What follows belongs to an exercise in optimizing a design on an open flow for small area, a short achievable clock period and few clock cycles per item; a production flow would make more cautious choices.
No functional check of the RTL was part of any run shown here.

==> flow/design.v, too long to show whole: its modules and the start of the top module <==
// module mult_benc: 8 lines
// module mult_enc: 6 lines
// module mult_and2: 3 lines
// module mult_xn2: 3 lines
// module mult_nor2: 3 lines
// module mult_ao: 3 lines
// module mult_fa: 4 lines
// module mult_fx: 6 lines
// module mult_x2: 3 lines
// module mult_mj: 3 lines
// module mult_ha: 4 lines
// module mult_pc_nnnnt: 6 lines
// module mult_pc_nnttn: 6 lines
// module mult_pc_ttnnt: 6 lines
// module mult_pc_ttttn: 6 lines
// module mult: 1214 lines
module mult(
  input  reset,
  input  clk,
  input  [31:0] a_in,
  input  [31:0] b_in,
  input  start,
  output logic [63:0] product,
  output logic done);
  // ...
==> flow/flow/run.sh <==
#!/bin/bash
set -euo pipefail
export BUFFER_PORTS_ARGS="-buffer_cell sky130_fd_sc_hd__buf_2"
bash standard.sh > standard_flow.log 2>&1
==> flow/standard.sh <==
#!/bin/bash
# synth_recipe.tcl (not shown) runs the flow's synth.tcl, then flattens the netlist and writes it again
# the make line also repeats each setting of config.mk as NAME=value (left out here)
make -C /OpenROAD-flow-scripts/flow DESIGN_CONFIG=/design/flow/config.mk WORK_HOME=/design/flow/orfs CLKGATE_MAP_FILE= SYNTH_SCRIPT=/design/flow/synth_recipe.tcl "${@:-finish}"
==> flow/config.mk <==
export PLATFORM = sky130hd
export DESIGN_NAME = mult
export DESIGN_NICKNAME = mult
export VERILOG_FILES = /design/flow/design.v
export SDC_FILE = /design/flow/constraint.sdc
export NUM_CORES = 4
export LEC_CHECK = 0
export CAP_MARGIN = 20
export CORE_MARGIN = 2
export CORE_UTILIZATION = 60
export GPL_TIMING_DRIVEN = 0
export PLACE_DENSITY = 0.75
export SETUP_SLACK_MARGIN = 0.1
export SLEW_MARGIN = 20
export SYNTH_HIERARCHICAL = 1
==> flow/constraint.sdc <==
create_clock -name core_clock -period 3.5 [get_ports {clk}]
set_input_delay 0.7000 -clock core_clock [delete_from_list [all_inputs] [get_ports {clk}]]
set_output_delay 0.7000 -clock core_clock [all_outputs]
set_load 0.01 [all_outputs]
==> results.tsv, run 1 <==
metric	value	unit
Rows	61	
WL met3	3.236	mm
Fillers	2220	
grt total ovfl	0	
Synth Instances	1846	
Multi-Input Combinational	1477	
final setup TNS	0	ps
Tcrit/Tclk final	0.9825	
Placed Cells	2355	
reg-to-reg slack, setup	180	ps
Area Overhead vs Synth	17.77	%
Clock Skew	17.27	ps
R2R Path End	s_reg[29]	
Min-Delay Path Class	primary input to asynchronous set/reset pin	
Longest Clk Path Bufs	2	
fin crit period	3439	ps
multi-input logic area	13860	µm²
status	no timing/DRC/antenna violations	
CTS Buf Count	17	
drt drc	0	
total die area	29910	µm²
RSZ-0062 raised after global routing	yes	
Crit Path Class	flip-flop to output port	
clk cell area share	0.02909	
layout cells sized above 1	0.2872	
==> run 2, diff against run 1 <==
--- a/flow/design.v
+++ b/flow/design.v
@@ -7,19 +7,16 @@
   mult_ao u_a3 (.s(s), .x(x2), .e(en), .y(neg));
 endmodule
 module mult_enc(input x2, input x1, input x0, output one, output two);
   logic t;
   mult_x2 u_one (.a(x1), .b(x0), .y(one));
   mult_xn2 u_t (.a(x2), .b(x1), .y(t));
   mult_nor2 u_two (.a(one), .b(t), .y(two));
 endmodule
-module mult_and2(input a, input b, output y);
-  assign y = a & b;
-endmodule
 module mult_xn2(input a, input b, output y);
   assign y = ~(a ^ b);
 endmodule
 module mult_nor2(input a, input b, output y);
   assign y = ~(a | b);
 endmodule
 module mult_ao(input s, input x, input e, output y);
   assign y = e | (s & x);
@@ -175,19 +172,17 @@
   assign pp4[32:17] = (({1'b0, a_in[31:17]} & {16{one4[1]}}) | ({a_in[31:16]} & {16{two4[1]}})) ^ {16{neg4[1]}};
   assign pp5[16:0]  = (({a_in[16:0]} & {17{one5[0]}}) | ({a_in[15:0], 1'b0} & {17{two5[0]}})) ^ {17{neg5[0]}};
   assign pp5[32:17] = (({1'b0, a_in[31:17]} & {16{one5[1]}}) | ({a_in[31:16]} & {16{two5[1]}})) ^ {16{neg5[1]}};
   logic [63:0] sh_s, sh_c, init_s;
   assign sh_s = {s_reg[51:0], 12'b0};
   assign sh_c = {c_reg[51:0], 12'b0};
   assign init_s = 64'h0000005555555600;
   logic [63:0] c_init;
-  logic b31s;
-  mult_and2 u_b31 (.a(start), .b(b_in[31]), .y(b31s));
-  assign c_init = {24'b0, a_in & {32{b31s}}, 8'b0};
+  assign c_init = {24'b0, a_in & {32{b_in[31]}}, 8'b0};
   assign accs = start ? init_s : sh_s;
   assign accc = start ? c_init : sh_c;
   logic t1, t2;
   logic t3, t4;
   logic t5, t6;
   logic t7, t8;
   logic t9, t10;
   logic t11, t12;
@@ -406,254 +401,254 @@
   logic t437, t438;
   logic t439, t440;
   logic t441, t442;
   logic t443, t444;
   logic t445, t446;
   logic t447, t448;
   logic t449, t450;
   mult_ha u_t0 (.a(ng[1]), .b(pp0[2]), .s(t1), .co(t2));
-  mult_ha u_t1 (.a(pp0[3]), .b(pp1[1]), .s(t3), .co(t4));
+  mult_ha u_t1 (.a(pp1[1]), .b(pp0[3]), .s(t3), .co(t4));
   mult_ha u_t2 (.a(ng[2]), .b(pp0[4]), .s(t5), .co(t6));
-  mult_fa u_t3 (.a(pp1[2]), .b(t5), .c(t4), .s(t7), .co(t8));
-  mult_ha u_t4 (.a(pp0[5]), .b(pp1[3]), .s(t9), .co(t10));
+  mult_fa u_t3 (.a(pp1[2]), .b(pp2[0]), .c(t4), .s(t7), .co(t8));
+  mult_ha u_t4 (.a(pp1[3]), .b(pp0[5]), .s(t9), .co(t10));
   mult_fa u_t5 (.a(pp2[1]), .b(t6), .c(t9), .s(t11), .co(t12));
   mult_ha u_t6 (.a(ng[3]), .b(pp2[2]), .s(t13), .co(t14));
-  mult_fa u_t7 (.a(pp1[4]), .b(pp0[6]), .c(t10), .s(t15), .co(t16));
-  mult_fa u_t8 (.a(t13), .b(pp3[0]), .c(t15), .s(t17), .co(t18));
+  mult_fa u_t7 (.a(pp1[4]), .b(t10), .c(t13), .s(t15), .co(t16));
+  mult_fa u_t8 (.a(pp0[6]), .b(pp3[0]), .c(t12), .s(t17), .co(t18));
   mult_ha u_t9 (.a(pp1[5]), .b(pp2[3]), .s(t19), .co(t20));
-  mult_fa u_t10 (.a(pp3[1]), .b(t14), .c(pp0[7]), .s(t21), .co(t22));
-  mult_fa u_t11 (.a(t19), .b(t16), .c(t21), .s(t23), .co(t24));
-  mult_fa u_t12 (.a(ng[4]), .b(pp2[4]), .c(pp4[0]), .s(t25), .co(t26));
-  mult_fa u_t13 (.a(accc[8]), .b(pp3[2]), .c(t20), .s(t27), .co(t28));
-  mult_fa u_t14 (.a(pp1[6]), .b(pp0[8]), .c(t25), .s(t29), .co(t30));
+  mult_fa u_t10 (.a(pp3[1]), .b(t14), .c(t19), .s(t21), .co(t22));
+  mult_fa u_t11 (.a(pp0[7]), .b(t16), .c(t21), .s(t23), .co(t24));
+  mult_fa u_t12 (.a(ng[4]), .b(pp4[0]), .c(accc[8]), .s(t25), .co(t26));
+  mult_fa u_t13 (.a(pp3[2]), .b(pp2[4]), .c(t20), .s(t27), .co(t28));
+  mult_fa u_t14 (.a(pp0[8]), .b(t25), .c(pp1[6]), .s(t29), .co(t30));
   mult_fa u_t15 (.a(t27), .b(t22), .c(t29), .s(t31), .co(t32));
   mult_ha u_t16 (.a(pp4[1]), .b(accs[9]), .s(t33), .co(t34));
-  mult_fa u_t17 (.a(pp2[5]), .b(accc[9]), .c(pp3[3]), .s(t35), .co(t36));
-  mult_fa u_t18 (.a(t33), .b(pp1[7]), .c(t26), .s(t37), .co(t38));
-  mult_fa u_t19 (.a(pp0[9]), .b(t35), .c(t28), .s(t39), .co(t40));
-  mult_fa u_t20 (.a(t37), .b(t30), .c(t39), .s(t41), .co(t42));
-  mult_fa u_t21 (.a(ng[5]), .b(pp4[2]), .c(accs[10]), .s(t43), .co(t44));
-  mult_fa u_t22 (.a(pp5[0]), .b(accc[10]), .c(pp3[4]), .s(t45), .co(t46));
-  mult_fa u_t23 (.a(t34), .b(pp1[8]), .c(pp0[10]), .s(t47), .co(t48));
-  mult_fa u_t24 (.a(t43), .b(t36), .c(pp2[6]), .s(t49), .co(t50));
+  mult_fa u_t17 (.a(accc[9]), .b(pp2[5]), .c(pp3[3]), .s(t35), .co(t36));
+  mult_fa u_t18 (.a(t33), .b(t26), .c(pp0[9]), .s(t37), .co(t38));
+  mult_fa u_t19 (.a(pp1[7]), .b(t35), .c(t28), .s(t39), .co(t40));
+  mult_fa u_t20 (.a(t30), .b(t37), .c(t39), .s(t41), .co(t42));
+  mult_fa u_t21 (.a(pp4[2]), .b(pp5[0]), .c(ng[5]), .s(t43), .co(t44));
+  mult_fa u_t22 (.a(accs[10]), .b(accc[10]), .c(pp3[4]), .s(t45), .co(t46));
+  mult_fa u_t23 (.a(t34), .b(pp2[6]), .c(t43), .s(t47), .co(t48));
+  mult_fa u_t24 (.a(pp0[10]), .b(pp1[8]), .c(t36), .s(t49), .co(t50));
   mult_fa u_t25 (.a(t45), .b(t38), .c(t47), .s(t51), .co(t52));
   mult_fa u_t26 (.a(t49), .b(t40), .c(t51), .s(t53), .co(t54));
   mult_ha u_t27 (.a(pp4[3]), .b(pp5[1]), .s(t55), .co(t56));
   mult_fa u_t28 (.a(pp3[5]), .b(accc[11]), .c(t55), .s(t57), .co(t58));
-  mult_fa u_t29 (.a(pp2[7]), .b(pp1[9]), .c(pp0[11]), .s(t59), .co(t60));
-  mult_fa u_t30 (.a(t44), .b(t46), .c(t57), .s(t61), .co(t62));
-  mult_fa u_t31 (.a(t48), .b(t59), .c(t50), .s(t63), .co(t64));
+  mult_fa u_t29 (.a(t44), .b(pp2[7]), .c(pp1[9]), .s(t59), .co(t60));
+  mult_fa u_t30 (.a(pp0[11]), .b(t46), .c(t57), .s(t61), .co(t62));
+  mult_fa u_t31 (.a(t48), .b(t50), .c(t59), .s(t63), .co(t64));
   mult_fa u_t32 (.a(t61), .b(t52), .c(t63), .s(t65), .co(t66));
   mult_fa u_t33 (.a(pp4[4]), .b(pp5[2]), .c(accs[12]), .s(t67), .co(t68));
-  mult_fx u_t34 (.a(t56), .b(accc[12]), .c(pp2[8]), .s(t69), .co(t70));
-  mult_fa u_t35 (.a(pp1[10]), .b(pp0[12]), .c(t67), .s(t71), .co(t72));
-  mult_fa u_t36 (.a(pp3[6]), .b(t58), .c(t69), .s(t73), .co(t74));
+  mult_fx u_t34 (.a(accc[12]), .b(t56), .c(pp0[12]), .s(t69), .co(t70));
+  mult_fa u_t35 (.a(t67), .b(pp2[8]), .c(pp1[10]), .s(t71), .co(t72));
+  mult_fa u_t36 (.a(t58), .b(t69), .c(pp3[6]), .s(t73), .co(t74));
   mult_fx u_t37 (.a(t60), .b(t71), .c(t62), .s(t75), .co(t76));
   mult_fa u_t38 (.a(t73), .b(t64), .c(t75), .s(t77), .co(t78));
-  mult_fx u_t39 (.a(pp5[3]), .b(pp4[5]), .c(accs[13]), .s(t79), .co(t80));
-  mult_fx u_t40 (.a(t79), .b(accc[13]), .c(t68), .s(t81), .co(t82));
-  mult_fa u_t41 (.a(pp2[9]), .b(pp1[11]), .c(pp0[13]), .s(t83), .co(t84));
-  mult_fa u_t42 (.a(pp3[7]), .b(t70), .c(t81), .s(t85), .co(t86));
+  mult_fa u_t39 (.a(pp4[5]), .b(pp5[3]), .c(accs[13]), .s(t79), .co(t80));
+  mult_fx u_t40 (.a(accc[13]), .b(t79), .c(t68), .s(t81), .co(t82));
+  mult_fa u_t41 (.a(pp2[9]), .b(pp0[13]), .c(pp1[11]), .s(t83), .co(t84));
+  mult_fx u_t42 (.a(pp3[7]), .b(t70), .c(t81), .s(t85), .co(t86));
   mult_fx u_t43 (.a(t72), .b(t83), .c(t74), .s(t87), .co(t88));
   mult_fx u_t44 (.a(t85), .b(t87), .c(t76), .s(t89), .co(t90));
-  mult_fx u_t45 (.a(pp4[6]), .b(pp5[4]), .c(accs[14]), .s(t91), .co(t92));
+  mult_fx u_t45 (.a(pp5[4]), .b(pp4[6]), .c(accs[14]), .s(t91), .co(t92));
   mult_fa u_t46 (.a(accc[14]), .b(t80), .c(t91), .s(t93), .co(t94));
-  mult_fa u_t47 (.a(pp2[10]), .b(pp1[12]), .c(pp0[14]), .s(t95), .co(t96));
-  mult_fa u_t48 (.a(pp3[8]), .b(t82), .c(t93), .s(t97), .co(t98));
+  mult_fx u_t47 (.a(pp2[10]), .b(pp0[14]), .c(pp1[12]), .s(t95), .co(t96));
+  mult_fa u_t48 (.a(t93), .b(pp3[8]), .c(t82), .s(t97), .co(t98));
   mult_fx u_t49 (.a(t84), .b(t95), .c(t86), .s(t99), .co(t100));
   mult_fx u_t50 (.a(t97), .b(t99), .c(t88), .s(t101), .co(t102));
-  mult_fx u_t51 (.a(pp4[7]), .b(pp5[5]), .c(accs[15]), .s(t103), .co(t104));
-  mult_fx u_t52 (.a(accc[15]), .b(t103), .c(t92), .s(t105), .co(t106));
-  mult_fa u_t53 (.a(pp1[13]), .b(pp2[11]), .c(pp0[15]), .s(t107), .co(t108));
-  mult_fa u_t54 (.a(pp3[9]), .b(t94), .c(t105), .s(t109), .co(t110));
-  mult_fx u_t55 (.a(t96), .b(t107), .c(t98), .s(t111), .co(t112));
+  mult_fa u_t51 (.a(pp4[7]), .b(accs[15]), .c(pp5[5]), .s(t103), .co(t104));
+  mult_fa u_t52 (.a(accc[15]), .b(t103), .c(pp2[11]), .s(t105), .co(t106));
+  mult_fa u_t53 (.a(t92), .b(pp0[15]), .c(pp1[13]), .s(t107), .co(t108));
+  mult_fa u_t54 (.a(t94), .b(pp3[9]), .c(t96), .s(t109), .co(t110));
+  mult_fx u_t55 (.a(t105), .b(t107), .c(t98), .s(t111), .co(t112));
   mult_fx u_t56 (.a(t109), .b(t111), .c(t100), .s(t113), .co(t114));
-  mult_fa u_t57 (.a(pp5[6]), .b(pp4[8]), .c(accs[16]), .s(t115), .co(t116));
-  mult_fa u_t58 (.a(pp0[16]), .b(accc[16]), .c(t104), .s(t117), .co(t118));
+  mult_fx u_t57 (.a(pp4[8]), .b(pp5[6]), .c(accs[16]), .s(t115), .co(t116));
+  mult_fa u_t58 (.a(accc[16]), .b(pp0[16]), .c(t104), .s(t117), .co(t118));
   mult_fa u_t59 (.a(t115), .b(pp2[12]), .c(pp1[14]), .s(t119), .co(t120));
-  mult_fa u_t60 (.a(pp3[10]), .b(t117), .c(t106), .s(t121), .co(t122));
+  mult_fa u_t60 (.a(t117), .b(pp3[10]), .c(t106), .s(t121), .co(t122));
   mult_fx u_t61 (.a(t108), .b(t119), .c(t110), .s(t123), .co(t124));
   mult_fx u_t62 (.a(t121), .b(t123), .c(t112), .s(t125), .co(t126));
   mult_fa u_t63 (.a(pp4[9]), .b(pp5[7]), .c(accs[17]), .s(t127), .co(t128));
-  mult_fx u_t64 (.a(accc[17]), .b(pp0[17]), .c(t127), .s(t129), .co(t130));
-  mult_fa u_t65 (.a(t116), .b(pp2[13]), .c(pp1[15]), .s(t131), .co(t132));
-  mult_fa u_t66 (.a(pp3[11]), .b(t118), .c(t129), .s(t133), .co(t134));
+  mult_fa u_t64 (.a(accc[17]), .b(t127), .c(pp0[17]), .s(t129), .co(t130));
+  mult_fa u_t65 (.a(pp2[13]), .b(t116), .c(pp1[15]), .s(t131), .co(t132));
+  mult_fa u_t66 (.a(t118), .b(pp3[11]), .c(t129), .s(t133), .co(t134));
   mult_fx u_t67 (.a(t120), .b(t131), .c(t122), .s(t135), .co(t136));
   mult_fx u_t68 (.a(t133), .b(t135), .c(t124), .s(t137), .co(t138));
-  mult_fx u_t69 (.a(pp5[8]), .b(pp4[10]), .c(accs[18]), .s(t139), .co(t140));
-  mult_fa u_t70 (.a(pp0[18]), .b(pp1[16]), .c(accc[18]), .s(t141), .co(t142));
+  mult_fx u_t69 (.a(pp4[10]), .b(pp5[8]), .c(accs[18]), .s(t139), .co(t140));
+  mult_fa u_t70 (.a(pp0[18]), .b(accc[18]), .c(pp1[16]), .s(t141), .co(t142));
   mult_fa u_t71 (.a(t128), .b(t139), .c(pp2[14]), .s(t143), .co(t144));
-  mult_fa u_t72 (.a(pp3[12]), .b(t130), .c(t141), .s(t145), .co(t146));
-  mult_fx u_t73 (.a(t132), .b(t143), .c(t134), .s(t147), .co(t148));
+  mult_fa u_t72 (.a(t141), .b(t130), .c(pp3[12]), .s(t145), .co(t146));
+  mult_fx u_t73 (.a(t143), .b(t132), .c(t134), .s(t147), .co(t148));
   mult_fx u_t74 (.a(t145), .b(t147), .c(t136), .s(t149), .co(t150));
-  mult_fx u_t75 (.a(pp5[9]), .b(pp4[11]), .c(accs[19]), .s(t151), .co(t152));
-  mult_fa u_t76 (.a(pp0[19]), .b(accc[19]), .c(t151), .s(t153), .co(t154));
+  mult_fa u_t75 (.a(pp4[11]), .b(pp5[9]), .c(accs[19]), .s(t151), .co(t152));
+  mult_fx u_t76 (.a(accc[19]), .b(pp0[19]), .c(t151), .s(t153), .co(t154));
   mult_fa u_t77 (.a(pp1[17]), .b(pp2[15]), .c(t140), .s(t155), .co(t156));
-  mult_fa u_t78 (.a(pp3[13]), .b(t142), .c(t144), .s(t157), .co(t158));
-  mult_fx u_t79 (.a(t153), .b(t155), .c(t146), .s(t159), .co(t160));
+  mult_fa u_t78 (.a(t142), .b(t153), .c(pp3[13]), .s(t157), .co(t158));
+  mult_fx u_t79 (.a(t144), .b(t155), .c(t146), .s(t159), .co(t160));
   mult_fx u_t80 (.a(t157), .b(t159), .c(t148), .s(t161), .co(t162));
-  mult_fa u_t81 (.a(pp4[12]), .b(pp5[10]), .c(accs[20]), .s(t163), .co(t164));
-  mult_fa u_t82 (.a(pp0[20]), .b(pp2[16]), .c(accc[20]), .s(t165), .co(t166));
-  mult_fa u_t83 (.a(pp1[18]), .b(t163), .c(t152), .s(t167), .co(t168));
-  mult_fa u_t84 (.a(pp3[14]), .b(t165), .c(t154), .s(t169), .co(t170));
+  mult_fx u_t81 (.a(pp4[12]), .b(pp5[10]), .c(accs[20]), .s(t163), .co(t164));
+  mult_fa u_t82 (.a(accc[20]), .b(pp0[20]), .c(pp2[16]), .s(t165), .co(t166));
+  mult_fa u_t83 (.a(t152), .b(t163), .c(pp1[18]), .s(t167), .co(t168));
+  mult_fa u_t84 (.a(t165), .b(t154), .c(pp3[14]), .s(t169), .co(t170));
   mult_fx u_t85 (.a(t156), .b(t167), .c(t158), .s(t171), .co(t172));
   mult_fx u_t86 (.a(t169), .b(t171), .c(t160), .s(t173), .co(t174));
-  mult_fa u_t87 (.a(pp5[11]), .b(pp4[13]), .c(accs[21]), .s(t175), .co(t176));
-  mult_fa u_t88 (.a(pp0[21]), .b(pp2[17]), .c(pp1[19]), .s(t177), .co(t178));
+  mult_fa u_t87 (.a(pp5[11]), .b(accs[21]), .c(pp4[13]), .s(t175), .co(t176));
+  mult_fa u_t88 (.a(pp2[17]), .b(pp0[21]), .c(pp1[19]), .s(t177), .co(t178));
   mult_fa u_t89 (.a(accc[21]), .b(t175), .c(t164), .s(t179), .co(t180));
-  mult_fa u_t90 (.a(pp3[15]), .b(t166), .c(t177), .s(t181), .co(t182));
-  mult_fx u_t91 (.a(t168), .b(t179), .c(t170), .s(t183), .co(t184));
-  mult_fx u_t92 (.a(t181), .b(t183), .c(t172), .s(t185), .co(t186));
-  mult_fa u_t93 (.a(pp4[14]), .b(pp5[12]), .c(accs[22]), .s(t187), .co(t188));
-  mult_fa u_t94 (.a(pp2[18]), .b(pp1[20]), .c(pp3[16]), .s(t189), .co(t190));
-  mult_fa u_t95 (.a(accc[22]), .b(t176), .c(t187), .s(t191), .co(t192));
-  mult_fa u_t96 (.a(pp0[22]), .b(t178), .c(t189), .s(t193), .co(t194));
-  mult_fx u_t97 (.a(t180), .b(t191), .c(t182), .s(t195), .co(t196));
-  mult_fx u_t98 (.a(t193), .b(t195), .c(t184), .s(t197), .co(t198));
-  mult_fa u_t99 (.a(pp5[13]), .b(pp4[15]), .c(accs[23]), .s(t199), .co(t200));
-  mult_fa u_t100 (.a(pp2[19]), .b(pp3[17]), .c(accc[23]), .s(t201), .co(t202));
-  mult_fa u_t101 (.a(pp1[21]), .b(t199), .c(t188), .s(t203), .co(t204));
-  mult_fa u_t102 (.a(pp0[23]), .b(t190), .c(t201), .s(t205), .co(t206));
+  mult_fa u_t90 (.a(t177), .b(t166), .c(t168), .s(t181), .co(t182));
+  mult_fx u_t91 (.a(pp3[15]), .b(t179), .c(t181), .s(t183), .co(t184));
+  mult_fa u_t92 (.a(t170), .b(t183), .c(t172), .s(t185), .co(t186));
+  mult_fa u_t93 (.a(pp5[12]), .b(pp4[14]), .c(accs[22]), .s(t187), .co(t188));
+  mult_fa u_t94 (.a(pp2[18]), .b(pp1[20]), .c(accc[22]), .s(t189), .co(t190));
+  mult_fa u_t95 (.a(pp3[16]), .b(pp0[22]), .c(t176), .s(t191), .co(t192));
+  mult_fx u_t96 (.a(t187), .b(t178), .c(t189), .s(t193), .co(t194));
+  mult_fx u_t97 (.a(t180), .b(t191), .c(t193), .s(t195), .co(t196));
+  mult_fx u_t98 (.a(t182), .b(t195), .c(t184), .s(t197), .co(t198));
+  mult_fa u_t99 (.a(pp4[15]), .b(accs[23]), .c(pp5[13]), .s(t199), .co(t200));
+  mult_fx u_t100 (.a(pp2[19]), .b(pp3[17]), .c(pp1[21]), .s(t201), .co(t202));
+  mult_fa u_t101 (.a(accc[23]), .b(pp0[23]), .c(t188), .s(t203), .co(t204));
+  mult_fa u_t102 (.a(t199), .b(t190), .c(t201), .s(t205), .co(t206));
   mult_fx u_t103 (.a(t192), .b(t203), .c(t194), .s(t207), .co(t208));
-  mult_fx u_t104 (.a(t205), .b(t207), .c(t196), .s(t209), .co(t210));
+  mult_fa u_t104 (.a(t205), .b(t196), .c(t207), .s(t209), .co(t210));
   mult_fa u_t105 (.a(pp4[16]), .b(pp5[14]), .c(accs[24]), .s(t211), .co(t212));
-  mult_fx u_t106 (.a(pp2[20]), .b(pp3[18]), .c(accc[24]), .s(t213), .co(t214));
-  mult_fa u_t107 (.a(t200), .b(t211), .c(pp1[22]), .s(t215), .co(t216));
-  mult_fa u_t108 (.a(pp0[24]), .b(t202), .c(t213), .s(t217), .co(t218));
-  mult_fx u_t109 (.a(t204), .b(t215), .c(t206), .s(t219), .co(t220));
-  mult_fx u_t110 (.a(t217), .b(t219), .c(t208), .s(t221), .co(t222));
+  mult_fa u_t106 (.a(pp2[20]), .b(pp3[18]), .c(accc[24]), .s(t213), .co(t214));
+  mult_fa u_t107 (.a(t200), .b(t211), .c(pp0[24]), .s(t215), .co(t216));
+  mult_fa u_t108 (.a(pp1[22]), .b(t202), .c(t213), .s(t217), .co(t218));
+  mult_fa u_t109 (.a(t204), .b(t215), .c(t206), .s(t219), .co(t220));
+  mult_fa u_t110 (.a(t217), .b(t208), .c(t219), .s(t221), .co(t222));
   mult_fa u_t111 (.a(pp4[17]), .b(pp5[15]), .c(accs[25]), .s(t223), .co(t224));
-  mult_fx u_t112 (.a(pp2[21]), .b(pp3[19]), .c(accc[25]), .s(t225), .co(t226));
-  mult_fa u_t113 (.a(t212), .b(t223), .c(pp0[25]), .s(t227), .co(t228));
+  mult_fa u_t112 (.a(pp2[21]), .b(pp3[19]), .c(accc[25]), .s(t225), .co(t226));
+  mult_fa u_t113 (.a(t223), .b(t212), .c(pp0[25]), .s(t227), .co(t228));
   mult_fa u_t114 (.a(pp1[23]), .b(t214), .c(t225), .s(t229), .co(t230));
   mult_fx u_t115 (.a(t216), .b(t227), .c(t218), .s(t231), .co(t232));
-  mult_fx u_t116 (.a(t229), .b(t231), .c(t220), .s(t233), .co(t234));
-  mult_fx u_t117 (.a(pp4[18]), .b(pp5[16]), .c(accs[26]), .s(t235), .co(t236));
-  mult_fa u_t118 (.a(pp3[20]), .b(accc[26]), .c(t235), .s(t237), .co(t238));
-  mult_fa u_t119 (.a(t224), .b(pp2[22]), .c(pp0[26]), .s(t239), .co(t240));
+  mult_fa u_t116 (.a(t229), .b(t220), .c(t231), .s(t233), .co(t234));
+  mult_fa u_t117 (.a(pp4[18]), .b(pp5[16]), .c(accs[26]), .s(t235), .co(t236));
+  mult_fx u_t118 (.a(pp3[20]), .b(accc[26]), .c(t224), .s(t237), .co(t238));
+  mult_fa u_t119 (.a(t235), .b(pp2[22]), .c(pp0[26]), .s(t239), .co(t240));
   mult_fa u_t120 (.a(pp1[24]), .b(t226), .c(t237), .s(t241), .co(t242));
-  mult_fa u_t121 (.a(t228), .b(t239), .c(t230), .s(t243), .co(t244));
-  mult_fx u_t122 (.a(t241), .b(t232), .c(t243), .s(t245), .co(t246));
-  mult_fx u_t123 (.a(pp4[19]), .b(pp5[17]), .c(accs[27]), .s(t247), .co(t248));
+  mult_fx u_t121 (.a(t228), .b(t239), .c(t230), .s(t243), .co(t244));
+  mult_fx u_t122 (.a(t241), .b(t243), .c(t232), .s(t245), .co(t246));
+  mult_fa u_t123 (.a(pp4[19]), .b(pp5[17]), .c(accs[27]), .s(t247), .co(t248));
   mult_fx u_t124 (.a(pp3[21]), .b(accc[27]), .c(t247), .s(t249), .co(t250));
-  mult_fa u_t125 (.a(t236), .b(pp0[27]), .c(pp2[23]), .s(t251), .co(t252));
-  mult_fx u_t126 (.a(pp1[25]), .b(t238), .c(t249), .s(t253), .co(t254));
+  mult_fa u_t125 (.a(pp2[23]), .b(t236), .c(pp0[27]), .s(t251), .co(t252));
+  mult_fa u_t126 (.a(pp1[25]), .b(t238), .c(t249), .s(t253), .co(t254));
   mult_fx u_t127 (.a(t240), .b(t251), .c(t242), .s(t255), .co(t256));
-  mult_fa u_t128 (.a(t253), .b(t244), .c(t255), .s(t257), .co(t258));
+  mult_fx u_t128 (.a(t253), .b(t255), .c(t244), .s(t257), .co(t258));
   mult_fx u_t129 (.a(pp4[20]), .b(pp5[18]), .c(accs[28]), .s(t259), .co(t260));
   mult_fa u_t130 (.a(accc[28]), .b(t248), .c(t259), .s(t261), .co(t262));
-  mult_fx u_t131 (.a(pp0[28]), .b(pp2[24]), .c(pp3[22]), .s(t263), .co(t264));
-  mult_fx u_t132 (.a(pp1[26]), .b(t250), .c(t261), .s(t265), .co(t266));
-  mult_fx u_t133 (.a(t252), .b(t263), .c(t254), .s(t267), .co(t268));
-  mult_fx u_t134 (.a(t265), .b(t267), .c(t256), .s(t269), .co(t270));
+  mult_fa u_t131 (.a(pp2[24]), .b(pp0[28]), .c(pp1[26]), .s(t263), .co(t264));
+  mult_fa u_t132 (.a(pp3[22]), .b(t250), .c(t252), .s(t265), .co(t266));
+  mult_fx u_t133 (.a(t261), .b(t263), .c(t254), .s(t267), .co(t268));
+  mult_fa u_t134 (.a(t265), .b(t267), .c(t256), .s(t269), .co(t270));
   mult_fx u_t135 (.a(pp4[21]), .b(pp5[19]), .c(accs[29]), .s(t271), .co(t272));
-  mult_fx u_t136 (.a(accc[29]), .b(t271), .c(pp0[29]), .s(t273), .co(t274));
-  mult_fa u_t137 (.a(pp2[25]), .b(t260), .c(pp1[27]), .s(t275), .co(t276));
-  mult_fa u_t138 (.a(pp3[23]), .b(t262), .c(t273), .s(t277), .co(t278));
+  mult_fa u_t136 (.a(accc[29]), .b(t271), .c(pp2[25]), .s(t273), .co(t274));
+  mult_fx u_t137 (.a(t260), .b(pp0[29]), .c(pp1[27]), .s(t275), .co(t276));
+  mult_fx u_t138 (.a(pp3[23]), .b(t262), .c(t273), .s(t277), .co(t278));
   mult_fx u_t139 (.a(t264), .b(t275), .c(t266), .s(t279), .co(t280));
-  mult_fx u_t140 (.a(t277), .b(t268), .c(t279), .s(t281), .co(t282));
+  mult_fa u_t140 (.a(t277), .b(t268), .c(t279), .s(t281), .co(t282));
   mult_fx u_t141 (.a(pp4[22]), .b(pp5[20]), .c(accs[30]), .s(t283), .co(t284));
-  mult_fa u_t142 (.a(accc[30]), .b(t272), .c(t283), .s(t285), .co(t286));
-  mult_fx u_t143 (.a(pp0[30]), .b(pp2[26]), .c(pp1[28]), .s(t287), .co(t288));
-  mult_fx u_t144 (.a(pp3[24]), .b(t274), .c(t285), .s(t289), .co(t290));
-  mult_fx u_t145 (.a(t276), .b(t287), .c(t278), .s(t291), .co(t292));
+  mult_fa u_t142 (.a(accc[30]), .b(t283), .c(t272), .s(t285), .co(t286));
+  mult_fa u_t143 (.a(pp2[26]), .b(pp0[30]), .c(pp1[28]), .s(t287), .co(t288));
+  mult_fa u_t144 (.a(pp3[24]), .b(t274), .c(t276), .s(t289), .co(t290));
+  mult_fx u_t145 (.a(t285), .b(t287), .c(t278), .s(t291), .co(t292));
   mult_fx u_t146 (.a(t289), .b(t291), .c(t280), .s(t293), .co(t294));
-  mult_fx u_t147 (.a(pp4[23]), .b(pp5[21]), .c(accs[31]), .s(t295), .co(t296));
-  mult_fx u_t148 (.a(accc[31]), .b(t295), .c(pp2[27]), .s(t297), .co(t298));
-  mult_fx u_t149 (.a(t284), .b(pp0[31]), .c(pp1[29]), .s(t299), .co(t300));
-  mult_fa u_t150 (.a(pp3[25]), .b(t286), .c(t297), .s(t301), .co(t302));
+  mult_fa u_t147 (.a(pp5[21]), .b(pp4[23]), .c(accs[31]), .s(t295), .co(t296));
+  mult_fx u_t148 (.a(accc[31]), .b(t284), .c(t295), .s(t297), .co(t298));
+  mult_fa u_t149 (.a(pp0[31]), .b(pp2[27]), .c(pp1[29]), .s(t299), .co(t300));
+  mult_fx u_t150 (.a(pp3[25]), .b(t286), .c(t297), .s(t301), .co(t302));
   mult_fx u_t151 (.a(t288), .b(t299), .c(t290), .s(t303), .co(t304));
   mult_fx u_t152 (.a(t301), .b(t303), .c(t292), .s(t305), .co(t306));
-  mult_fx u_t153 (.a(pp5[22]), .b(pp4[24]), .c(accs[32]), .s(t307), .co(t308));
-  mult_fa u_t154 (.a(accc[32]), .b(t307), .c(t296), .s(t309), .co(t310));
-  mult_fx u_t155 (.a(pp0[32]), .b(pp2[28]), .c(pp3[26]), .s(t311), .co(t312));
-  mult_fx u_t156 (.a(pp1[30]), .b(t309), .c(t298), .s(t313), .co(t314));
+  mult_fa u_t153 (.a(pp5[22]), .b(pp4[24]), .c(accs[32]), .s(t307), .co(t308));
+  mult_fa u_t154 (.a(accc[32]), .b(t296), .c(pp2[28]), .s(t309), .co(t310));
+  mult_fx u_t155 (.a(t307), .b(pp0[32]), .c(pp3[26]), .s(t311), .co(t312));
+  mult_fa u_t156 (.a(pp1[30]), .b(t298), .c(t309), .s(t313), .co(t314));
   mult_fx u_t157 (.a(t300), .b(t311), .c(t302), .s(t315), .co(t316));
   mult_fx u_t158 (.a(t313), .b(t315), .c(t304), .s(t317), .co(t318));
-  mult_fa u_t159 (.a(pp5[23]), .b(ns[0]), .c(accs[33]), .s(t319), .co(t320));
-  mult_fx u_t160 (.a(pp4[25]), .b(accc[33]), .c(t308), .s(t321), .co(t322));
-  mult_fx u_t161 (.a(t319), .b(pp1[31]), .c(pp2[29]), .s(t323), .co(t324));
-  mult_fa u_t162 (.a(pp3[27]), .b(t321), .c(t310), .s(t325), .co(t326));
-  mult_fx u_t163 (.a(t312), .b(t323), .c(t314), .s(t327), .co(t328));
-  mult_fx u_t164 (.a(t325), .b(t327), .c(t316), .s(t329), .co(t330));
-  mult_ha u_t165 (.a(pp5[24]), .b(pp4[26]), .s(t331), .co(t332));
-  mult_fa u_t166 (.a(accs[34]), .b(t331), .c(accc[34]), .s(t333), .co(t334));
+  mult_fx u_t159 (.a(accs[33]), .b(pp5[23]), .c(pp4[25]), .s(t319), .co(t320));
+  mult_fx u_t160 (.a(ns[0]), .b(accc[33]), .c(t308), .s(t321), .co(t322));
+  mult_fx u_t161 (.a(pp2[29]), .b(t319), .c(pp3[27]), .s(t323), .co(t324));
+  mult_fx u_t162 (.a(pp1[31]), .b(t321), .c(t310), .s(t325), .co(t326));
+  mult_fx u_t163 (.a(t312), .b(t323), .c(t325), .s(t327), .co(t328));
+  mult_fx u_t164 (.a(t314), .b(t327), .c(t316), .s(t329), .co(t330));
+  mult_ha u_t165 (.a(pp4[26]), .b(accs[34]), .s(t331), .co(t332));
+  mult_fx u_t166 (.a(pp5[24]), .b(accc[34]), .c(t331), .s(t333), .co(t334));
   mult_fx u_t167 (.a(t320), .b(pp2[30]), .c(pp1[32]), .s(t335), .co(t336));
-  mult_fa u_t168 (.a(t333), .b(pp3[28]), .c(t322), .s(t337), .co(t338));
-  mult_fx u_t169 (.a(t324), .b(t335), .c(t326), .s(t339), .co(t340));
-  mult_fx u_t170 (.a(t337), .b(t339), .c(t328), .s(t341), .co(t342));
-  mult_ha u_t171 (.a(pp4[27]), .b(accs[35]), .s(t343), .co(t344));
-  mult_fa u_t172 (.a(pp5[25]), .b(ns[1]), .c(t332), .s(t345), .co(t346));
-  mult_fx u_t173 (.a(accc[35]), .b(t343), .c(pp2[31]), .s(t347), .co(t348));
-  mult_fa u_t174 (.a(t345), .b(t334), .c(pp3[29]), .s(t349), .co(t350));
+  mult_fx u_t168 (.a(pp3[28]), .b(t333), .c(t322), .s(t337), .co(t338));
+  mult_fx u_t169 (.a(t324), .b(t335), .c(t337), .s(t339), .co(t340));
+  mult_fx u_t170 (.a(t326), .b(t339), .c(t328), .s(t341), .co(t342));
+  mult_ha u_t171 (.a(accs[35]), .b(pp4[27]), .s(t343), .co(t344));
+  mult_fa u_t172 (.a(pp5[25]), .b(ns[1]), .c(accc[35]), .s(t345), .co(t346));
+  mult_fx u_t173 (.a(t332), .b(t343), .c(pp3[29]), .s(t347), .co(t348));
+  mult_fa u_t174 (.a(pp2[31]), .b(t345), .c(t334), .s(t349), .co(t350));
   mult_fx u_t175 (.a(t347), .b(t336), .c(t349), .s(t351), .co(t352));
   mult_fx u_t176 (.a(t338), .b(t351), .c(t340), .s(t353), .co(t354));
-  mult_fa u_t177 (.a(pp5[26]), .b(pp4[28]), .c(accs[36]), .s(t355), .co(t356));
-  mult_fx u_t178 (.a(accc[36]), .b(t344), .c(t355), .s(t357), .co(t358));
-  mult_fa u_t179 (.a(t346), .b(pp2[32]), .c(pp3[30]), .s(t359), .co(t360));
+  mult_fa u_t177 (.a(pp4[28]), .b(accs[36]), .c(pp5[26]), .s(t355), .co(t356));
+  mult_fa u_t178 (.a(accc[36]), .b(t344), .c(t355), .s(t357), .co(t358));
+  mult_fa u_t179 (.a(pp2[32]), .b(t346), .c(pp3[30]), .s(t359), .co(t360));
   mult_fx u_t180 (.a(t357), .b(t348), .c(t350), .s(t361), .co(t362));
   mult_fx u_t181 (.a(t359), .b(t361), .c(t352), .s(t363), .co(t364));
-  mult_ha u_t182 (.a(pp4[29]), .b(pp5[27]), .s(t365), .co(t366));
-  mult_fa u_t183 (.a(accs[37]), .b(ns[2]), .c(accc[37]), .s(t367), .co(t368));
+  mult_ha u_t182 (.a(accs[37]), .b(pp5[27]), .s(t365), .co(t366));
+  mult_fa u_t183 (.a(pp4[29]), .b(ns[2]), .c(accc[37]), .s(t367), .co(t368));
   mult_fa u_t184 (.a(t365), .b(t356), .c(pp3[31]), .s(t369), .co(t370));
-  mult_fa u_t185 (.a(t367), .b(t358), .c(t369), .s(t371), .co(t372));
-  mult_fx u_t186 (.a(t360), .b(t362), .c(t371), .s(t373), .co(t374));
-  mult_fa u_t187 (.a(pp4[30]), .b(pp5[28]), .c(accs[38]), .s(t375), .co(t376));
-  mult_fx u_t188 (.a(t366), .b(accc[38]), .c(t375), .s(t377), .co(t378));
-  mult_fa u_t189 (.a(pp3[32]), .b(t368), .c(t377), .s(t379), .co(t380));
+  mult_fx u_t185 (.a(t367), .b(t358), .c(t369), .s(t371), .co(t372));
+  mult_fa u_t186 (.a(t360), .b(t371), .c(t362), .s(t373), .co(t374));
+  mult_fa u_t187 (.a(pp5[28]), .b(accs[38]), .c(pp4[30]), .s(t375), .co(t376));
+  mult_fa u_t188 (.a(t366), .b(accc[38]), .c(pp3[32]), .s(t377), .co(t378));
+  mult_fa u_t189 (.a(t375), .b(t368), .c(t377), .s(t379), .co(t380));
   mult_fa u_t190 (.a(t370), .b(t379), .c(t372), .s(t381), .co(t382));
-  mult_ha u_t191 (.a(pp4[31]), .b(accs[39]), .s(t383), .co(t384));
+  mult_ha u_t191 (.a(accs[39]), .b(pp4[31]), .s(t383), .co(t384));
   mult_fa u_t192 (.a(pp5[29]), .b(ns[3]), .c(accc[39]), .s(t385), .co(t386));
   mult_fa u_t193 (.a(t383), .b(t376), .c(t385), .s(t387), .co(t388));
   mult_fa u_t194 (.a(t378), .b(t387), .c(t380), .s(t389), .co(t390));
-  mult_fa u_t195 (.a(pp4[32]), .b(pp5[30]), .c(accs[40]), .s(t391), .co(t392));
+  mult_fa u_t195 (.a(accs[40]), .b(pp4[32]), .c(pp5[30]), .s(t391), .co(t392));
   mult_fa u_t196 (.a(accc[40]), .b(t384), .c(t391), .s(t393), .co(t394));
   mult_fa u_t197 (.a(t386), .b(t393), .c(t388), .s(t395), .co(t396));
   mult_ha u_t198 (.a(ns[4]), .b(pp5[31]), .s(t397), .co(t398));
-  mult_fa u_t199 (.a(accc[41]), .b(accs[41]), .c(t397), .s(t399), .co(t400));
+  mult_fa u_t199 (.a(accs[41]), .b(accc[41]), .c(t397), .s(t399), .co(t400));
   mult_fa u_t200 (.a(t392), .b(t399), .c(t394), .s(t401), .co(t402));
   mult_fa u_t201 (.a(pp5[32]), .b(accc[42]), .c(accs[42]), .s(t403), .co(t404));
   mult_fa u_t202 (.a(t398), .b(t403), .c(t400), .s(t405), .co(t406));
   mult_ha u_t203 (.a(ns[5]), .b(accs[43]), .s(t407), .co(t408));
   mult_fa u_t204 (.a(accc[43]), .b(t407), .c(t404), .s(t409), .co(t410));
-  mult_fa u_t205 (.a(accc[44]), .b(accs[44]), .c(t408), .s(t411), .co(t412));
-  mult_ha u_t206 (.a(accc[45]), .b(accs[45]), .s(t413), .co(t414));
-  mult_ha u_t207 (.a(accs[46]), .b(accc[46]), .s(t415), .co(t416));
+  mult_fa u_t205 (.a(accs[44]), .b(accc[44]), .c(t408), .s(t411), .co(t412));
+  mult_ha u_t206 (.a(accs[45]), .b(accc[45]), .s(t413), .co(t414));
+  mult_ha u_t207 (.a(accc[46]), .b(accs[46]), .s(t415), .co(t416));
   mult_ha u_t208 (.a(accc[47]), .b(accs[47]), .s(t417), .co(t418));
   mult_ha u_t209 (.a(accc[48]), .b(accs[48]), .s(t419), .co(t420));
   mult_ha u_t210 (.a(accc[49]), .b(accs[49]), .s(t421), .co(t422));
   mult_ha u_t211 (.a(accc[50]), .b(accs[50]), .s(t423), .co(t424));
-  mult_ha u_t212 (.a(accs[51]), .b(accc[51]), .s(t425), .co(t426));
-  mult_ha u_t213 (.a(accs[52]), .b(accc[52]), .s(t427), .co(t428));
-  mult_ha u_t214 (.a(accs[53]), .b(accc[53]), .s(t429), .co(t430));
-  mult_ha u_t215 (.a(accs[54]), .b(accc[54]), .s(t431), .co(t432));
-  mult_ha u_t216 (.a(accs[55]), .b(accc[55]), .s(t433), .co(t434));
-  mult_ha u_t217 (.a(accs[56]), .b(accc[56]), .s(t435), .co(t436));
+  mult_ha u_t212 (.a(accc[51]), .b(accs[51]), .s(t425), .co(t426));
+  mult_ha u_t213 (.a(accc[52]), .b(accs[52]), .s(t427), .co(t428));
+  mult_ha u_t214 (.a(accc[53]), .b(accs[53]), .s(t429), .co(t430));
+  mult_ha u_t215 (.a(accc[54]), .b(accs[54]), .s(t431), .co(t432));
+  mult_ha u_t216 (.a(accc[55]), .b(accs[55]), .s(t433), .co(t434));
+  mult_ha u_t217 (.a(accc[56]), .b(accs[56]), .s(t435), .co(t436));
   mult_ha u_t218 (.a(accc[57]), .b(accs[57]), .s(t437), .co(t438));
   mult_ha u_t219 (.a(accc[58]), .b(accs[58]), .s(t439), .co(t440));
   mult_ha u_t220 (.a(accc[59]), .b(accs[59]), .s(t441), .co(t442));
   mult_ha u_t221 (.a(accc[60]), .b(accs[60]), .s(t443), .co(t444));
   mult_ha u_t222 (.a(accc[61]), .b(accs[61]), .s(t445), .co(t446));
-  mult_ha u_t223 (.a(accs[62]), .b(accc[62]), .s(t447), .co(t448));
-  mult_ha u_t224 (.a(accc[63]), .b(accs[63]), .s(t449), .co(t450));
+  mult_ha u_t223 (.a(accc[62]), .b(accs[62]), .s(t447), .co(t448));
+  mult_ha u_t224 (.a(accs[63]), .b(accc[63]), .s(t449), .co(t450));
   logic [63:0] s_nxt, c_nxt;
   assign s_nxt[0] = pp0[0];
   assign c_nxt[0] = ng[0];
   assign s_nxt[1] = pp0[1];
   assign c_nxt[1] = 1'b0;
   assign s_nxt[2] = pp1[0];
   assign c_nxt[2] = t1;
   assign s_nxt[3] = t2;
   assign c_nxt[3] = t3;
-  assign s_nxt[4] = pp2[0];
+  assign s_nxt[4] = t5;
   assign c_nxt[4] = t7;
   assign s_nxt[5] = t8;
   assign c_nxt[5] = t11;
-  assign s_nxt[6] = t12;
+  assign s_nxt[6] = t15;
   assign c_nxt[6] = t17;
   assign s_nxt[7] = t18;
   assign c_nxt[7] = t23;
   assign s_nxt[8] = t24;
   assign c_nxt[8] = t31;
   assign s_nxt[9] = t32;
   assign c_nxt[9] = t41;
   assign s_nxt[10] = t42;
==> run 2 against run 1 <==
  * Design area decreased by 0.86%
  * Largest cell class unchanged
  * Die area shrank 0.58%
  * Clock skew rose by 3.7 ps
  * Sequential share of layout area increased by 0.18 points
  * Still clean on timing, DRC and antenna
  * Setup slack better by 17 ps
  * Sequential cell count unchanged
  * Wire length shrank 0.73%
  * Fmax up 0.50%
  * Critical path type unchanged
  * Global-route usage is 1.2 points higher
==> results.tsv, run 2 <==
metric	value	unit	change
status	no timing/DRC/antenna violations		
CTS Sinks	160		
Clock Skew	21.02	ps	+3.750 ps
die height	172.5	µm	
RSZ-0062 raised after global routing	yes		
CP startpoint	c_reg[5]		
die width	172.5	µm	
Rows	61		unchanged
I/O Buffers	131		
Post-Syn Area	17030	µm²	
all-layer global routing usage	0.3408		
Core ar.	27860	µm²	
final setup TNS	0	ps	unchanged
vias in the first global route	14450		
Area Overhead vs Synth	17.46	%	
Synth Instances	1823		-1.2%
CTS tree	yes		
Arr. time, crit path	2720	ps	
routability congestion estimate	0.9941		
I/O Pins	132		
latest clock arrival within the worst-skew pair	440	ps	
Slew @ Worst Pin	597.1	ps	
Longest Clk Path Bufs	2		unchanged
final hold vios	0		
Starting Density	0.6111		
CTS H-Tree Depth	4		
Final ANT Viol Nets	0		
initial antenna violation count	1		
# nets final	2291		
max reg flops	64		
1st-iter DRT viols	991		
Worst EP required	2800	ps	
most frequent cells in the layout	229 x xnor2_1, 192 x xor2_1, 185 x a22oi_1, 154 x buf_2, 136 x dfxtp_1		
Max Slew Vio Count	0		
drt drc	0		unchanged
DP Wirelength	37.69	mm	
layout cells sized above 1	0.2871		about the same
synthesized net count	2107		
grt total ovfl	0		unchanged
fmax	0.2922	GHz	
Min-Delay Path Class	primary input to asynchronous set/reset pin		
worst r2r src	eneg[5]		
total die area	29740	µm²	-0.58%
Critical Path Start Type	flip-flop		
count of final setup violators	0		
Crit Path Class	flip-flop to output port		
Wirelength per Cell	20.89	µm	
fin crit period	3422	ps	-16.97 ps
most common cell after layout, fill and taps aside	xnor2_1		
Post-CTS Hold Buffers	0		
Tcrit/Tclk final	0.9777		-0.004850
via/cell ratio	5.956		
CP max FO	8		
root buf cell	clkbuf_16		
vias	14290		
Yosys Warn Count	7		
syn_area_per_cell	9.339	µm²	
max_cap viols	0		
final WL	50.12	mm	
largest net degree at the start of global routing	32		
first-pass GRT wire length	77.11	mm	
Worst slew margin	0.6019		
Fillers	2107		-5.1%
Worst setup EP type	output port		
CTS Buf Count	17		unchanged
TritonRoute pass-1 iters	6		
clock edge transition at the registers on the reported setup and hold paths	80	ps	
run 2: cell type report:
type	instances	area [µm²]	share of cell area
repair buffers	174	1069	0.05343
multi-input cells	1454	13680	0.6842
plain buffers	107	568.0	0.02841
clock buffers	18	429.2	0.02146
inverters	93	349.1	0.01746
flip-flops and latches	160	3257	0.1629
clock inverters	14	167.7	0.008384
well taps	378	473.0	0.02365
diodes	1	2.502	0.0001251
run 2: worst paths after layout:
path | endpoint | slack (ps) | depth (start not counted)
max | product[36] | 80 | 12
min reg2reg | etwo[0] | 430 | 1
min in group core_clock | b_reg[0] | 360 | 1
min | g | 50 | 1
max reg2reg | c_reg[29] | 180 | 8
max in group asynchronous | p1 | 3340 | 1
run 2: what timing repair did:
item                       4_1_cts  5_1_grt
setup endpoints to repair      112       88
gates resized for setup        146      102
cloned                           2        0
setup buffers                   34        8
pin swaps                       35       28
run 2: routing by layer:
metal	wire length, µm	part of all wire	global-route usage	vias to the layer above
met1	18820	0.38	0.3861	6908
met4	2837	0.057	0.1852	0
met3	3058	0.061	0.04601	163
li1	-	-	-	6567
met5	0	0	0	-
met2	25410	0.51	0.6188	650
run 2: through the flow:
stage               area [µm²]  std cells  utilization  setup slack (ps)  hold WS (ps)
finish                   20000       2399       0.7179             78.11         50.94
global route             20000       2398       0.7178            -21.15         37.11
CTS                      19700       2394       0.7071             54.68         39.77
detailed placement       18180       2332       0.6526             -1177         426.9
global placement         18180       2332       0.6526             -1151         421.6
floorplan                17050       1823            -             104.0         404.4
run 2: worst max-delay path, stage by stage, from the launching register on:
cell and delay [ps]:
dfxtp_4 360, ha_4 260, a21oi_4 170, o21ai_2 90, a21oi_4 220, o21ai_4 80
buf_12 140, a21oi_4 190, buf_12 180, inv_2 30, a21o_1 150, xor2_1 200
buf_2 170

[what the ideal ports hide]
The flow's constraints put no driver on any port. The routed layouts listed below were extracted and timed again, unchanged, in two steps. Step 1 assumes that a clkbuf_16 drives the clock port and a buf_2 every other input. Step 2, shift: input delay + t, output delay - t, t = (earliest + latest rising clock arrival at the registers) / 2. This alone moves slack from input paths to output paths. Slacks: ideal / step 1 / step 2; pairs: ideal / step 1.
run | shift t [ns] | slack for setup (ns) | hold slack, ns
run 1 | 0.486 | 0.061 / 0.011 / -0.338 | 0.037 / 0.009 / 0.425
run 2 | 0.485 | 0.078 / 0.024 / -0.352 | 0.051 / 0.017 / 0.430
With both steps, setup timing fails in run 1 and run 2, where it was met with ideal ports. The setup slack of run 2, which loses most, moves by -0.054 ns with the drivers and by -0.430 ns with both steps.
